Background: an optimization exercise with open tools, aiming at small area. Do not read the settings as production practice. The RTL was checked by simulation tests, not by an equivalence proof against the original design. Power is estimated from default activity; no workload was simulated.

Design axi_many_to_one_interconnect, start of the top module:
module axi_many_to_one_interconnect # (
	parameter C_S_COUNT = 4,
	parameter C_ADDR_WIDTH = 32,
	parameter C_DATA_WIDTH = 32,
	parameter C_STRB_WIDTH = C_DATA_WIDTH / 8,
	parameter C_ID_WIDTH = 4,
	parameter C_USER_WIDTH = 1,
	parameter C_ID_MT_USE = 1
)
(
	input logic clk,
	input logic resetn,
	input  logic [C_S_COUNT*C_ID_WIDTH-1:0]     s_axi_awid,
    input  logic [C_S_COUNT*C_ADDR_WIDTH-1:0]   s_axi_awaddr,
    input  logic [C_S_COUNT*8-1:0]              s_axi_awlen,
    input  logic [C_S_COUNT*3-1:0]              s_axi_awsize,
    input  logic [C_S_COUNT*2-1:0]              s_axi_awburst,
    input  logic [C_S_COUNT-1:0]                s_axi_awlock,
    input  logic [C_S_COUNT*4-1:0]              s_axi_awcache,
    input  logic [C_S_COUNT*3-1:0]              s_axi_awprot,
    input  logic [C_S_COUNT*4-1:0]              s_axi_awqos,
    input  logic [C_S_COUNT*C_USER_WIDTH-1:0]   s_axi_awuser,
    input  logic [C_S_COUNT-1:0]                s_axi_awvalid,
    output logic [C_S_COUNT-1:0]                s_axi_awready,
    input  logic [C_S_COUNT*C_DATA_WIDTH-1:0]   s_axi_wdata,
    input  logic [C_S_COUNT*C_STRB_WIDTH-1:0]   s_axi_wstrb,
    input  logic [C_S_COUNT-1:0]                s_axi_wlast,
  ...
For scale: about 1,300 cells after synthesis, roughly 1,100 I/O pins.
==> module arbiter, before the edit <==
module arbiter # (
	parameter PORTS = 4
)
(
	input  logic [PORTS-1:0] request,
	input  logic             release_grant,
	input  logic [PORTS-1:0] grant,         
	input  logic             arbitrated,    
	output logic [PORTS-1:0] grant_next,
	output logic             arbitrated_next
);
logic             grant_valid;
logic [PORTS-1:0] mask;
logic [PORTS-1:0] req_pick, masked_pick;
logic             masked_valid, req_valid;
logic             hold;
assign grant_valid = |grant;
assign hold = grant_valid && !release_grant;
always_comb begin
	mask[0] = 1'b0;
	for (int k = 1; k < PORTS; k = k + 1)
		mask[k] = mask[k-1] | grant[k-1];
end
priority_encoder #(.INPUT_WIDTH(PORTS)) pe_request (
	.input_unencoded(request),
	.output_unencoded(req_pick),
	.output_valid(req_valid)
);
logic [PORTS-1:0] masked;
logic [PORTS-1:0] masked_below;
assign masked = request & mask & {PORTS{arbitrated}};
always_comb begin
	masked_below[0] = 1'b0;
	masked_below[1] = 1'b0;
	for (int k = 2; k < PORTS; k = k + 1)
		masked_below[k] = masked_below[k-1] | masked[k-1];
end
assign masked_pick = {masked[PORTS-1:1] & ~masked_below[PORTS-1:1], 1'b0};
assign masked_valid = |masked[PORTS-1:1];
assign arbitrated_next = !hold;
assign grant_next = hold ? grant : (masked_valid ? masked_pick : req_pick);
endmodule
clock: 5.0 ns
lec_check: 0
cap_margin: 20
core_area: 10 10 410 410
die_area: 0 0 420 420
place_density: 0.75
slew_margin: 20
synth_hierarchical: 1
standard.sh (not shown) runs the stock make flow with config.mk's settings and CLKGATE_MAP_FILE= SYNTH_SCRIPT=/design/flow/synth_recipe.tcl, a recipe that flattens the netlist after the stock synthesis.
==> flow/flow/run.sh <==
#!/bin/bash
# The standard layout, with two changes:
# - the port buffers are the smallest buffer cell (buffer_ports -buffer_cell)
#   instead of the one buffer_ports picks by default;
# - clock tree synthesis clusters up to 30 sinks within 110 um per leaf buffer
#   and inserts no dummy loads.
set -euo pipefail
cd "$(dirname "$0")/.."
bash standard.sh \
  "BUFFER_PORTS_ARGS=-buffer_cell sky130_fd_sc_hd__buf_1" \
  "CTS_ARGS=-sink_clustering_enable -repair_clock_nets -sink_clustering_size 30 -sink_clustering_max_diameter 110 -dont_use_dummy_load" \
  finish > flow_make.log 2>&1
The baseline completed without violations.
Next try:
--- a/flow/design.v
+++ b/flow/design.v
@@ -41,21 +41,15 @@
 priority_encoder #(.INPUT_WIDTH(PORTS)) pe_request (
 	.input_unencoded(request),
 	.output_unencoded(req_pick),
 	.output_valid(req_valid)
 );
-logic [PORTS-1:0] masked;
-logic [PORTS-1:0] masked_below;
-assign masked = request & mask & {PORTS{arbitrated}};
-always_comb begin
-	masked_below[0] = 1'b0;
-	masked_below[1] = 1'b0;
-	for (int k = 2; k < PORTS; k = k + 1)
-		masked_below[k] = masked_below[k-1] | masked[k-1];
-end
-assign masked_pick = {masked[PORTS-1:1] & ~masked_below[PORTS-1:1], 1'b0};
-assign masked_valid = |masked[PORTS-1:1];
+priority_encoder #(.INPUT_WIDTH(PORTS)) pe_masked (
+	.input_unencoded(request & mask & {PORTS{arbitrated}}),
+	.output_unencoded(masked_pick),
+	.output_valid(masked_valid)
+);
 assign arbitrated_next = !hold;
 assign grant_next = hold ? grant : (masked_valid ? masked_pick : req_pick);
 endmodule
 module axi_many_to_one_interconnect # (
 	parameter C_S_COUNT = 4,
After rerunning: Count of clock-buffer cells in the layout increases by 1; cell area went up by 0.47%; setup slack got worse by 40 ps; global-route usage rose by 0.12 points; via count falls by 0.67%; sequential power falls by about 3%; flip-flop and latch count stays the same; clock power hardly moves; non-clock buffer count rose by 9.

[re-timing with driven ports]
In the flow no input, the clock included, has a driving cell. The finished layouts below were timed again as built, in two steps. Step 1 (the two cells are an assumption about what drives the block):
set clk [get_ports {clk}]
set_driving_cell -lib_cell sky130_fd_sc_hd__clkbuf_16 $clk
set_driving_cell -lib_cell sky130_fd_sc_hd__buf_2 [delete_from_list [all_inputs] $clk]
Step 2, shift: input delay + t, output delay - t, t = (earliest + latest rising clock arrival at the registers) / 2. This alone moves slack from input paths to output paths. Slacks: ideal / step 1 / step 2; pairs: ideal / step 1.
| run | t, ns | setup slack, ns | worst setup path at the end | latest minus earliest clock arrival (ns) | cell pins on the clock port's net |
|---|---|---|---|---|---|
| the first run | 0.639 | 1.557 / 1.557 / 1.454 | input to register | 0.119 / 0.119 | 1 |
| the second run | 0.637 | 1.517 / 1.457 / 1.343 | input to register | 0.096 / 0.096 | 1 |
After both steps every run listed still meets setup and hold. For the second run, which loses most, drivers alone change the setup slack by -0.060 ns; drivers and shift together by -0.174 ns.
